Context: an optimization exercise on an open-source flow, tuned for small area and a short achievable clock period. The choices shown serve that exercise and are no tape-out recipe. In this exercise RTL edits were held to simulation tests only and were not proved equivalent to the original.

==> flow/design.v (outline; a module is shown in full before it is edited, if it fits) <==
// module atan_poly: 709 lines
// module sqrt_lut: 12 lines
// module sqrt_lut_gray: 1778 lines
// module cal_abs_angle: 194 lines
// module divstep_fast: 10 lines
// module divstep_slow: 19 lines
module cal_abs_angle(
    input           clk     ,
    input [7:0]     real_i  ,
    input [7:0]     imag_i  ,
    input           val_i   ,
    output [7:0]    abs_o   ,
    output [15:0]   angle_o ,
    output          val_o
    );
  // ...
==> flow/flow/run.sh <==
#!/bin/bash
# Own layout flow: the standard flow (standard.sh) with two changes:
#  - synthesis is synth_recipe.tcl's, but ABC maps the logic with the
#    area-oriented flow/abc_area.script instead of ORFS's speed script
#    (same registers: ABC only maps the combinational logic), and with full
#    adder cells extracted only in the sum-of-squares tree (flow/synth.tcl);
#  - the port buffers that buffer_ports inserts are sky130_fd_sc_hd__buf_2.
# Each step's output goes to a log file of its own in the work folder.
set -euo pipefail
W=$PWD
export OWN_ABC_SCRIPT=$W/flow/abc_area.script
sed "s#SYNTH_SCRIPT=[^ ]*#SYNTH_SCRIPT=$W/flow/synth.tcl#" standard.sh > "$W/own_synth.sh"
bash "$W/own_synth.sh" synth > "$W/flow_synth.log" 2>&1
export BUFFER_PORTS_ARGS="-buffer_cell sky130_fd_sc_hd__buf_2"
bash standard.sh > "$W/flow_layout.log" 2>&1
==> flow/flow/abc_area.script <==
strash
&get -n
&dch -f
&nf -R 1000
&put
topo
stime -c
==> flow/flow/synth.tcl <==
# synth_recipe.tcl (the standard synthesis), except that ABC maps the logic with
# flow/abc_area.script instead of ORFS's speed script, and that half/full-adder
# cells are extracted only as full adders and only in the logic that feeds the
# sum-of-squares registers s4 (the carry-save tree); ABC maps the rest.
# Neither touches the registers, which come from the same passes as in the
# standard synthesis.
proc synth {args} { yosys synth -nofsm -noshare {*}$args }
proc abc {args} {
  set i [lsearch -exact $args -script]
  if {$i >= 0} { lset args [expr {$i + 1}] $::env(OWN_ABC_SCRIPT) }
  yosys abc {*}$args
}
proc extract_fa {args} { yosys extract_fa -fa {*}$args c:s4* %ci* }
source $::env(SCRIPTS_DIR)/synth.tcl
# left out here: clear keep_hierarchy, flatten, clean up, hide names made inside functions, write 1_2_yosys.v
==> flow/standard.sh <==
#!/bin/bash
# synth_recipe.tcl (not shown) runs the flow's synth.tcl, then flattens the netlist and writes it again
# the make line also repeats each setting of config.mk as NAME=value (left out here)
make -C /OpenROAD-flow-scripts/flow DESIGN_CONFIG=/design/flow/config.mk WORK_HOME=/design/flow/orfs CLKGATE_MAP_FILE= SYNTH_SCRIPT=/design/flow/synth_recipe.tcl "${@:-finish}"
==> flow/config.mk <==
export PLATFORM = sky130hd
export DESIGN_NAME = cal_abs_angle
export DESIGN_NICKNAME = cal_abs_angle
export VERILOG_FILES = /design/flow/design.v
export SDC_FILE = /design/flow/constraint.sdc
export NUM_CORES = 4
export LEC_CHECK = 0
export CAP_MARGIN = 20
export CORE_MARGIN = 2
export CORE_UTILIZATION = 40
export SLEW_MARGIN = 20
export SYNTH_MEMORY_MAX_BITS = 262144
==> flow/constraint.sdc <==
create_clock -name core_clock -period 28.0 [get_ports {clk}]
set_input_delay 5.6000 -clock core_clock [delete_from_list [all_inputs] [get_ports {clk}]]
set_output_delay 5.6000 -clock core_clock [all_outputs]
set_load 0.01 [all_outputs]
==> summary.md, run 1 <==
| Metric | Value |
|---|---|
| Outcome | no timing/DRC/antenna violations |
| Main synth FF type | dfxtp_1 |
| Post-Synth Simple-Gate Area | between 20% and 30% |
| Layout Nets | about 1700 |
| Well Taps | 384 |
| Util after Layout | 46.27% |
| GRT met2 Usage | 39.58% |
| Detailed placement HPWL | 29090 microns |
| Final Instance Area | about 0.013 sq mm |
| Seq_cells | 172 |
| Initial antenna violation count | 0 |
| Worst min path class | reg -> reg |
| Row count | 62 |
| Synth-to-layout area growth | 13.33% |
| Asr flop ratio synth | 0% |
| Buffering overhead | 3.213% |
| Crit. End Element | output pin |
| Crit share post-route | 23.10% |
| WP depth | 1 |
| Post-Synth XOR/XNOR Area | between 10% and 20% |
| Antenna cell count | 0 |
| Most frequent cell after synthesis | nor2_1 |
| Crit path DAT | 0.87 ns |
| Core Region | between 0.02 and 0.03 sq mm |
| Synth Area in Compound Gates | 24.97% |
| Number of global-route vias before repair | ~12000 |
| Max-slew violations | 0 |
| Buffers on Ports | 42 |
| Final setup fails | 0 |
| Netlist cell types | 54 |
| CP Capture Point | val_o |
| Signal buffers | 71 |
| M1 WL | 17310 microns |
| Total Routing Usage GR | 25.88% |
| Critical path, cell by cell | buf_2 |
==> run 2: changes to the inputs <==
--- a/flow/config.mk
+++ b/flow/config.mk
@@ -8,5 +8,6 @@
 export CAP_MARGIN = 20
 export CORE_MARGIN = 2
 export CORE_UTILIZATION = 40
+export CTS_BUF_LIST = sky130_fd_sc_hd__clkbuf_8
 export SLEW_MARGIN = 20
 export SYNTH_MEMORY_MAX_BITS = 262144
==> run 2 against run 1 <==
Critical endpoint unchanged. Routed wire length hardly changed. Cell count stayed put. Critical path type unchanged. Critical path depth stayed put. Largest cell class unchanged. Highest routed layer unchanged. First-iteration DRC count is 9.7% lower. Worst hold slack worse by 0.0067 ns. Fmax is 0.71% lower. Clock skew is 0.0043 ns higher. Count of clock-buffer cells in the layout stayed put. Still clean.
==> summary.md, run 2 <==
| Metric | Value |
|---|---|
| DRT antenna net count | 0 (unchanged) |
| Post-Synth Simple-Gate Area | 25.75% (unchanged) |
| Post-synth top cells | 209 x nor2_1, 202 x nand2_1, 172 x dfxtp_1 (unchanged) |
| CTS sink cnt | 172 (unchanged) |
| R2R setup slack | 21.99 ns (about the same) |
| Slew @ Worst Pin | 0.9953 ns (was 0.9954 ns) |
| Gp weighted congestion | 1.001 (unchanged) |
| CTS tree | done (unchanged) |
| Pre-CTS WS | 21.94 ns (unchanged) |
| RSZ-0062 raised after global routing | no (unchanged) |
| HP Start | val_r[3] (unchanged) |
| Total Routing Usage GR | 25.71% (was 25.88%) |
| WHS Endpoint | val_r[4] (unchanged) |
| Largest cells by area after synthesis | dfxtp_1 29%, xnor2_1 8.4%, nor2_1 6.7% (unchanged) |
| Die area | 0.03076 sq mm (unchanged) |
| Critical path required time | 22.40 ns (about the same) |
| Buffers on Ports | 42 (unchanged) |
| CTS resizes | 0 (unchanged) |
| Initial antenna violation count | 1 (was 0) |
| # DRC | 0 (unchanged) |
| Worst-path fanout max | 1 (unchanged) |
| Slowest stage delay, CP | 0.31 ns (was 0.30 ns) |
| Drt total wl | 40120 microns (was 40160 microns) |
| WS Path Type | reg -> out (unchanged) |
| Pin count of the biggest net entering global routing | 67 (unchanged) |
| Hold Buf Count CTS | 0 (unchanged) |
| Drt pass-1 iters | 7 (was 6) |
| Antenna cell count | 0 (unchanged) |
| Crit share post-route | 23.26% (was 23.10%) |
| Startpoint types | flop (unchanged) |
| Row count | 62 (unchanged) |
| Clk slew on worst S/H paths | 0.12 ns (was 0.08 ns) |
| Crit. End Element | output pin (unchanged) |
| Number of synthesis warnings | 1 (unchanged) |
| H-tree levels | 4 (unchanged) |
| Seq/Total Area, Yosys | 29.30% (unchanged) |
| CTS Buf Count | 17 (unchanged) |
| Initial Util | 40.83% (unchanged) |
| Wire length per cell | 19.39 microns (was 19.41 microns) |
| Via Count | 12360 (was 12340) |
| Outcome | no timing/DRC/antenna violations (unchanged) |
| Hold path depth | 0 (unchanged) |
| Final Hold Vio Count | 0 (unchanged) |
| Synth Area in Compound Gates | 24.97% (unchanged) |
| Critical R2R Capture | rem4[4] (was rem4[3]) |
| Clk root buf | clkbuf_8 (was clkbuf_16) |
| Final setup fails | 0 (unchanged) |
| I/O pins | 43 (unchanged) |
| Crit path DAT | 0.91 ns (was 0.87 ns) |
| Die X | 175.4 microns (unchanged) |
| Placed cell count | 2036 (unchanged) |
| Worst min path class | reg -> reg (unchanged) |
| Detailed placement HPWL | 29090 microns (unchanged) |
| Netlist cell types | 54 (unchanged) |
| Leading cell types in the layout, fill and taps excluded | 209 x nor2_1, 202 x nand2_1, 171 x dfxtp_1 (unchanged) |
| Setup bufs post-CTS | 0 (unchanged) |
| Seq cells post-synth | 172 (unchanged) |
| GR Overflow Total | 0 (unchanged) |
| Max clock buf depth | 2 (unchanged) |
| Final setup margin | 21.49 ns (was 21.53 ns) |
| Iter 0 DRT Violations | 1316 (was 1457) |
| Syn Std Cell Area | 0.01175 sq mm (unchanged) |
| Multiplexer share of the synthesized area | 1.278% (unchanged) |
| FMAX | 153.5 MHz (was 154.6 MHz) |
| Largest register by flop count | ang7 (unchanged) |
| Max-slew violations | 0 (unchanged) |
| Adder-Cell Fraction of Synth Area | 5.026% (unchanged) |
| Vias per inst | 5.975 (was 5.962) |
| Slew Limit Headroom | 31.93% (about the same) |
| Mapped Cells | 1582 (unchanged) |
| Crit path buf inv count | 1 (unchanged) |
| Tmin final | 6.514 ns (was 6.468 ns) |
| Setup Total Neg Slack | 0 ns (unchanged) |
| Non-filler cells, final | 2069 (unchanged) |
| Crit-path slowest cell | dfxtp_1 (unchanged) |
| Core Region | 0.02878 sq mm (unchanged) |
| Clock latency (worst-skew pair) | 0.47 ns (was 0.44 ns) |
| Max cap viols | 0 (unchanged) |
| Number of global-route vias before repair | 11460 (was 11500) |
| Synth-to-layout area growth | 11.70% (was 13.33%) |
| Syn avg cell area | 7.427 sq um (unchanged) |
| Post-Syn Nets | 1624 (unchanged) |
| Main synth FF type | dfxtp_1 (unchanged) |
| Most common cell after layout, fill and taps aside | nor2_1 (unchanged) |
| FF-to-FF Start | d3[1] (unchanged) |
| Global-route wire length before repair | 62490 microns (was 62830 microns) |
| Layout cells sized above 1 | 6.291% (unchanged) |
| R2R cell count | 26 (was 25) |
| Most frequent cell after synthesis | nor2_1 (unchanged) |
| Top-area cell type share of the netlist area | 29.30% (unchanged) |
| Max reg flops | 16 (unchanged) |
| Asr flop ratio synth | 0% (unchanged) |
| Post-synth EDFFs | 0 (unchanged) |
| Dominant combinational cell family by area after synthesis | simple AND/OR/NAND/NOR gates (unchanged) |
| Worst Clk Skew | 0.02399 ns (was 0.01972 ns) |
| Area leader, netlist | dfxtp_1 (unchanged) |
| Layout Nets | 1714 (unchanged) |
| Critical path, cell by cell | buf_2 (unchanged) |
| Worst path top cell family by delay | flip-flops (unchanged) |
| Die H | 175.4 microns (unchanged) |
| Largest regs | ang7 (16), s4 (15) (unchanged) |
| Post-Synth XOR/XNOR Area | 11.85% (unchanged) |
==> run 2: cells by family after synthesis <==
kind of cell / count (synthesis)
flip-flops: 172
AND/OR/NAND/NOR: 662
adder cells (fa/ha/maj): 35
multiplexers: 15
buffers and inverters: 56
XOR/XNOR: 159
AO/OA/AOI/OAI: 482
other: 1
==> run 2: worst max-delay path by stage <==
stage | from | end | slack, ns | depth (start not counted)
global route | d3[1] | rem4[1] | 21.34 | 26
global placement | abs7[4] | abs_o[4] | 22.00 | 1
finish | val_r[7] | val_o | 21.49 | 1
floorplan | abs7[0] | abs_o[0] | 22.07 | 0
detailed placement | d5[1] | q6[0] | 21.94 | 31
CTS | val_r[7] | val_o | 21.45 | 1
==> run 2: layer usage <==
layer | wire length, microns | vias up | GRT usage, %
li1 | - | 5863 | -
met3 | 3697 | 129 | 5.758
met5 | 77 | - | 1.442
met1 | 17660 | 5654 | 34.65
met2 | 16970 | 713 | 39.29
met4 | 1727 | 4 | 11.15
==> run 2: metrics by stage <==
step	util [%]	area, sq um	hold WS, ns
finish	45.60	13130	0.3079
global route	45.60	13130	0.3163
CTS	45.55	13110	0.3139
detailed placement	43.98	12660	0.3121
global placement	43.96	12650	0.3097
floorplan	-	11750	0.3096
==> run 2: cell type report <==
class / instances / area [sq um]
Clock buffer: 17 / 234.0
Clock inverter: 15 / 217.7
Fill cell: 2973 / 15660
Inverter: 56 / 210.2
Multi-Input combinational cell: 1354 / 8110
Sequential cell: 172 / 3445
Tap cell: 384 / 480.5
Timing Repair Buffer: 71 / 427.9
==> run 3: changes to the inputs <==
--- a/flow/config.mk
+++ b/flow/config.mk
@@ -7,7 +7,7 @@
 export LEC_CHECK = 0
 export CAP_MARGIN = 20
 export CORE_MARGIN = 2
-export CORE_UTILIZATION = 40
+export CORE_UTILIZATION = 50
 export CTS_BUF_LIST = sky130_fd_sc_hd__clkbuf_8
 export SLEW_MARGIN = 20
 export SYNTH_MEMORY_MAX_BITS = 262144
==> run 3 against run 2 <==
Synthesized cell count unchanged. Die area shrank 20%. Core utilization increased by 10 points. Register-to-register slack lost 0.23 ns.
==> summary.md, run 3 <==
| Metric | Value |
|---|---|
| Global-route wire length before repair | 59930 microns (was 62490 microns) |
| WP depth | 1 (unchanged) |
| WS Path Type | reg -> out (unchanged) |
| Slew @ Worst Pin | 1.083 ns (was 0.9953 ns) |
| Asr flop ratio synth | 0% (unchanged) |
| Max-slew violations | 0 (unchanged) |
| Layout Nets | 1708 (was 1714) |
| Met1 Use GR | 39.41% (was 34.65%) |
| RSZ-0062 raised after global routing | no (unchanged) |
| Syn avg cell area | 7.427 sq um (unchanged) |
| Seq/Total Area, Yosys | 29.30% (unchanged) |
| H-tree levels | 4 (unchanged) |
| Critical path, cell by cell | buf_2 (unchanged) |
| GRT busiest layer | met2 (unchanged) |
| Drt total wl | 37720 microns (was 40120 microns) |
| Die X | 157.3 microns (was 175.4 microns) |
| Crit-path slowest cell | dfxtp_1 (unchanged) |
| Core Region | 0.02326 sq mm (was 0.02878 sq mm) |
| Syn Std Cell Area | 0.01175 sq mm (unchanged) |
| Final setup margin | 21.49 ns (unchanged) |
| # fillers | 2310 (was 2973) |
| CTS resizes | 0 (unchanged) |
| FF-to-FF Start | d3[1] (unchanged) |
| I/O pins | 43 (unchanged) |
| Post-synth EDFFs | 0 (unchanged) |
| Wire length per cell | 18.88 microns (was 19.39 microns) |
| Placed cell count | 1965 (was 2036) |
| Crit path DAT | 0.91 ns (about the same) |
| CP Capture Point | val_o (unchanged) |
| Number of synthesis warnings | 1 (unchanged) |
| Seq cells post-synth | 172 (unchanged) |
| Detailed placement HPWL | 27760 microns (was 29090 microns) |
| Max reg flops | 16 (unchanged) |
| Setup Total Neg Slack | 0 ns (unchanged) |
| Startpoint types | flop (unchanged) |
| Gp weighted congestion | 1.059 (was 1.001) |
| Antenna cell count | 0 (unchanged) |
| Area leader, netlist | dfxtp_1 (unchanged) |
| DRT antenna net count | 0 (unchanged) |
| R2R setup slack | 21.76 ns (was 21.99 ns) |
| Critical path required time | 22.40 ns (about the same) |
| Hold WS | 0.3320 ns (was 0.3079 ns) |
| Slew Limit Headroom | 27.50% (was 31.93%) |
| Clock latency (worst-skew pair) | 0.47 ns (about the same) |
| GRT met2 Usage | 48.18% (was 39.29%) |
| Worst-path fanout max | 1 (unchanged) |
| Total Routing Usage GR | 30.66% (was 25.71%) |
| Mapped Cells | 1582 (unchanged) |
| CTS Buf Count | 17 (unchanged) |
| GR Overflow Total | 0 (unchanged) |
| Die H | 157.3 microns (was 175.4 microns) |
| Critical R2R Capture | rem4[3] (was rem4[4]) |
| Iter 0 DRT Violations | 1643 (was 1316) |
| Most common cell after layout, fill and taps aside | nor2_1 (unchanged) |
| Worst min path class | reg -> reg (unchanged) |
| FMAX | 153.5 MHz (about the same) |
| Initial Util | 50.51% (was 40.83%) |
| Crit. End Element | output pin (unchanged) |
| Vias per inst | 6.254 (was 5.975) |
| Top-area cell type share of the netlist area | 29.30% (unchanged) |
| Clk root buf | clkbuf_8 (unchanged) |
| Via Count | 12500 (was 12360) |
| R2R cell count | 25 (was 26) |
| Most frequent cell after synthesis | nor2_1 (unchanged) |
| Setup bufs post-CTS | 0 (unchanged) |
| Met3 usage | 7.599% (was 5.758%) |
| Crit path buf inv count | 1 (unchanged) |
| Largest cells by area after synthesis | dfxtp_1 29%, xnor2_1 8.4%, nor2_1 6.7% (unchanged) |
| Leading cell types in the layout, fill and taps excluded | 209 x nor2_1, 202 x nand2_1, 171 x dfxtp_1 (unchanged) |
| Outcome | no timing/DRC/antenna violations (unchanged) |
| Row count | 56 (was 62) |
| Tmin final | 6.514 ns (unchanged) |
| Netlist cell types | 54 (unchanged) |
| Layout cells sized above 1 | 5.837% (was 6.291%) |
| Max cap viols | 0 (unchanged) |
| CTS tree | done (unchanged) |
| Worst Clk Skew | 0.02770 ns (was 0.02399 ns) |
| Largest regs | ang7 (16), s4 (15) (unchanged) |
| Non-filler cells, final | 1998 (was 2069) |
| # DRC | 0 (unchanged) |
| Crit share post-route | 23.26% (unchanged) |
| Buffers on Ports | 42 (unchanged) |
| Drt pass-1 iters | 6 (was 7) |
| Final Hold Vio Count | 0 (unchanged) |
| Initial antenna violation count | 1 (unchanged) |
| Post-synth top cells | 209 x nor2_1, 202 x nand2_1, 172 x dfxtp_1 (unchanged) |
| Slowest stage delay, CP | 0.32 ns (was 0.31 ns) |
| Worst path top cell family by delay | flip-flops (unchanged) |
| Max clock buf depth | 2 (unchanged) |
| Die area | 0.02474 sq mm (was 0.03076 sq mm) |
| Largest register by flop count | ang7 (unchanged) |
| Number of global-route vias before repair | 11340 (was 11460) |
| Hold Buf Count CTS | 0 (unchanged) |
| Main synth FF type | dfxtp_1 (unchanged) |
| Synth-to-layout area growth | 10.44% (was 11.70%) |
| CTS sink cnt | 172 (unchanged) |
| Clk slew on worst S/H paths | 0.12 ns (about the same) |
| Final setup fails | 0 (unchanged) |
| Launch point of the worst path | val_r[7] (unchanged) |
| Pin count of the biggest net entering global routing | 66 (was 67) |
| Post-Syn Nets | 1624 (unchanged) |
| Pre-CTS WS | 21.74 ns (was 21.94 ns) |
run 3: how the worst min path moves through the flow:
stage	start	end	slack, ns	cells after the start
global placement	q5[0]	q6[3]	0.31	0
CTS	q5[2]	q6[5]	0.33	0
global route	q5[2]	q6[5]	0.34	0
floorplan	abs5[0]	abs6[0]	0.31	0
finish	q5[0]	q6[3]	0.33	0
detailed placement	abs5[0]	abs6[0]	0.31	0
run 3: metal layers:
metal / part of all wire (%) / wire (microns)
met4: 4.9 / 1849
met2: 45 / 16830
met3: 10 / 3912
met5: 0 / 0
met1: 40 / 15130
run 3: cell families after synthesis:
kind of cell,count (synthesis),share of synthesized area (%)
AOI/OAI and AO/OA,482,24.97
xor gates and xnor gates,159,11.85
adders and majority gates,35,5.026
buffers and inverters,56,1.789
DFF,172,29.30
muxes,15,1.278
other,1,0.03191
and+or+nand+nor,662,25.75
run 3: area by class of cell:
type	instances	area (sq um)	share of cell area (%)
timing repair buffer	65	382.9	2.951
tap	319	399.1	3.076
inverter	56	210.2	1.620
multi-input combinational	1354	8097	62.40
clock inverter	15	209.0	1.610
clock buffer	17	234.0	1.803
sequential	172	3445	26.55
run 3: metrics by stage:
step	cell area [sq um]	util (%)
2_1_floorplan	11750	-
4_1_cts	12970	55.75
3_5_place_dp	12530	53.85
6_report	12980	55.78
5_1_grt	12980	55.78
3_3_place_gp	12530	53.85
==> run 4: changes to the inputs <==
--- a/flow/config.mk
+++ b/flow/config.mk
@@ -8,6 +8,6 @@
 export CAP_MARGIN = 20
 export CORE_MARGIN = 2
 export CORE_UTILIZATION = 50
-export CTS_BUF_LIST = sky130_fd_sc_hd__clkbuf_8
+export CTS_CLUSTER_SIZE = 30
 export SLEW_MARGIN = 20
 export SYNTH_MEMORY_MAX_BITS = 262144
==> run 4 against run 3 <==
First-iteration DRC count down 5.5%. Non-clock buffer count fell by 1. Synthesized cell count did not move. Via count decreased by 0.32%. Critical path depth unchanged. Largest cell class unchanged. Sequential cell count is the same.
==> summary.md, run 4 <==
| Metric | Value |
|---|---|
| Syn Std Cell Area | 0.01175 sq mm (unchanged) |
| HP Start | abs6[5] (was q5[0]) |
| Area leader, netlist | dfxtp_1 (unchanged) |
| CTS tree | done (unchanged) |
| Die area | 0.02474 sq mm (unchanged) |
| Leading cell types in the layout, fill and taps excluded | 209 x nor2_1, 202 x nand2_1, 171 x dfxtp_1 (unchanged) |
| Slowest stage delay, CP | 0.30 ns (was 0.32 ns) |
| Crit path DAT | 0.87 ns (was 0.91 ns) |
| Crit share post-route | 23.09% (was 23.26%) |
| FF-to-FF Start | d3[1] (unchanged) |
| Crit. End Element | output pin (unchanged) |
| Critical path, cell by cell | buf_2 (unchanged) |
| Max reg flops | 16 (unchanged) |
| Syn avg cell area | 7.427 sq um (unchanged) |
| Launch point of the worst path | val_r[7] (unchanged) |
| Number of global-route vias before repair | 11390 (was 11340) |
| Clock latency (worst-skew pair) | 0.44 ns (was 0.47 ns) |
| Largest register by flop count | ang7 (unchanged) |
| Worst min path class | reg -> reg (unchanged) |
| Critical path required time | 22.40 ns (about the same) |
| Post-Syn Nets | 1624 (unchanged) |
| DRT antenna net count | 0 (unchanged) |
| # DRC | 0 (unchanged) |
| RSZ-0062 raised after global routing | no (unchanged) |
| Core Region | 0.02326 sq mm (unchanged) |
| Final Instance Area | 0.01316 sq mm (was 0.01298 sq mm) |
| Final Hold Vio Count | 0 (unchanged) |
| Netlist cell types | 54 (unchanged) |
| Post-synth top cells | 209 x nor2_1, 202 x nand2_1, 172 x dfxtp_1 (unchanged) |
| CTS sink cnt | 172 (unchanged) |
| Pin count of the biggest net entering global routing | 66 (unchanged) |
| Number of synthesis warnings | 1 (unchanged) |
| GR Overflow Total | 0 (unchanged) |
| I/O pins | 43 (unchanged) |
| Iter 0 DRT Violations | 1552 (was 1643) |
| CTS Buf Count | 17 (unchanged) |
| # fillers | 2278 (was 2310) |
| Via Count | 12460 (was 12500) |
| Die H | 157.3 microns (unchanged) |
| Post-synth EDFFs | 0 (unchanged) |
| Max-slew violations | 0 (unchanged) |
| Detailed placement HPWL | 27760 microns (unchanged) |
| Vias per inst | 6.237 (was 6.254) |
| Max cap viols | 0 (unchanged) |
| Outcome | no timing/DRC/antenna violations (unchanged) |
| Clk root buf | clkbuf_16 (was clkbuf_8) |
| Layout cells sized above 1 | 5.781% (was 5.837%) |
| Layout Nets | 1707 (was 1708) |
| Total Routing Usage GR | 30.82% (was 30.66%) |
| H-tree levels | 4 (unchanged) |
| CTS resizes | 0 (unchanged) |
| Non-filler cells, final | 1997 (was 1998) |
| Final setup fails | 0 (unchanged) |
| Global-route wire length before repair | 60170 microns (was 59930 microns) |
| Top-area cell type share of the netlist area | 29.30% (unchanged) |
| Hold WS | 0.3273 ns (was 0.3320 ns) |
| Buffers on Ports | 42 (unchanged) |
| DP Area | 0.01253 sq mm (unchanged) |
| Largest regs | ang7 (16), s4 (15) (unchanged) |
| Initial Util | 50.51% (unchanged) |
| Row count | 56 (unchanged) |
| Tmin final | 6.466 ns (was 6.514 ns) |
| Worst path top cell family by delay | flip-flops (unchanged) |
| Antenna cell count | 0 (unchanged) |
| Gp weighted congestion | 1.059 (unchanged) |
| Clk slew on worst S/H paths | 0.08 ns (was 0.12 ns) |
| Largest cells by area after synthesis | dfxtp_1 29%, xnor2_1 8.4%, nor2_1 6.7% (unchanged) |
| Drt total wl | 37660 microns (was 37720 microns) |
| Asr flop ratio synth | 0% (unchanged) |
| Hold Buf Count CTS | 0 (unchanged) |
| FMAX | 154.7 MHz (was 153.5 MHz) |
| Crit path buf inv count | 1 (unchanged) |
| Placed cell count | 1965 (unchanged) |
| Util after Layout | 56.57% (was 55.78%) |
| Seq cells post-synth | 172 (unchanged) |
| Drt pass-1 iters | 6 (unchanged) |
| Die X | 157.3 microns (unchanged) |
| Slew @ Worst Pin | 1.075 ns (was 1.083 ns) |
| Mapped Cells | 1582 (unchanged) |
| Seq/Total Area, Yosys | 29.30% (unchanged) |
| Slew Limit Headroom | 26.50% (was 27.50%) |
| Wire length per cell | 18.86 microns (was 18.88 microns) |
| Crit-path slowest cell | dfxtp_1 (unchanged) |
| Most frequent cell after synthesis | nor2_1 (unchanged) |
| Synth-to-layout area growth | 12.00% (was 10.44%) |
| WS Path Type | reg -> out (unchanged) |
| Initial antenna violation count | 1 (unchanged) |
| Setup bufs post-CTS | 0 (unchanged) |
| Main synth FF type | dfxtp_1 (unchanged) |
| Worst Clk Skew | 0.02111 ns (was 0.02770 ns) |
| Startpoint types | flop (unchanged) |
| Worst-path fanout max | 1 (unchanged) |
| Setup Total Neg Slack | 0 ns (unchanged) |
| Max clock buf depth | 2 (unchanged) |
| Most common cell after layout, fill and taps aside | nor2_1 (unchanged) |
-- run 4: kinds of logic after synthesis --
logic type      synth area share (%)
simple gates                   25.75
compound gates                 24.97
flops                          29.30
xor+xnor                       11.85
buf+inv                        1.789
fa+ha+maj                      5.026
mux                            1.278
other cells                  0.03191
-- run 4: area by class of cell --
class	instances	area, sq um	share of cell area (%)
clock buffer	17	425.4	3.233
clock inverter	15	209.0	1.588
inverter	56	210.2	1.597
multi-input combinational	1354	8097	61.52
sequential	172	3445	26.17
tap	319	399.1	3.033
timing repair buffer	64	375.4	2.852
-- run 4: stage by stage --
stage | setup WS [ns]
floorplan | 22.07
global placement | 21.89
detailed placement | 21.74
CTS | 21.51
global route | 21.13
finish | 21.53
-- run 4: routing by layer --
layer  GRT usage, %  routed length [microns]
met5              0                        0
met4          15.50                     1851
met2          48.70                    16880
met1          39.41                    14830
met3          7.186                     4096
-- run 4: worst paths after layout --
kind | cells past startpoint | slack [ns] | endpoint
max | 1 | 21.53 | val_o
min | 0 | 0.33 | abs7[5]
min reg2reg | 0 | 0.33 | abs7[5]
max reg2reg | 24 | 21.69 | rem4[4]

-- what the ideal ports hide --
Ports are ideal in the flow. The routed layouts listed here were re-timed in OpenROAD.
Step 1, drivers: a clkbuf_16 drives clk and a buf_2 each remaining input, both assumed.
Step 2, shift: input delay + t, output delay - t, t = (earliest + latest rising clock arrival at the registers) / 2. This alone moves slack from input paths to output paths.
a / b / c = no drivers / after step 1 / after step 2; a / b = the first two.
run | shift t [ns] | setup slack, ns | worst setup path after step 2 | clock arrival spread, ns
run 1 | 0.485 | 21.532 / 21.480 / 21.965 | register to output | 0.021 / 0.021
run 2 | 0.510 | 21.486 / 21.438 / 21.948 | register to output | 0.026 / 0.027
run 3 | 0.508 | 21.486 / 21.437 / 21.757 | register to register | 0.030 / 0.029
run 4 | 0.480 | 21.534 / 21.485 / 21.687 | register to register | 0.025 / 0.025
After both steps setup and hold are still met in every run listed.
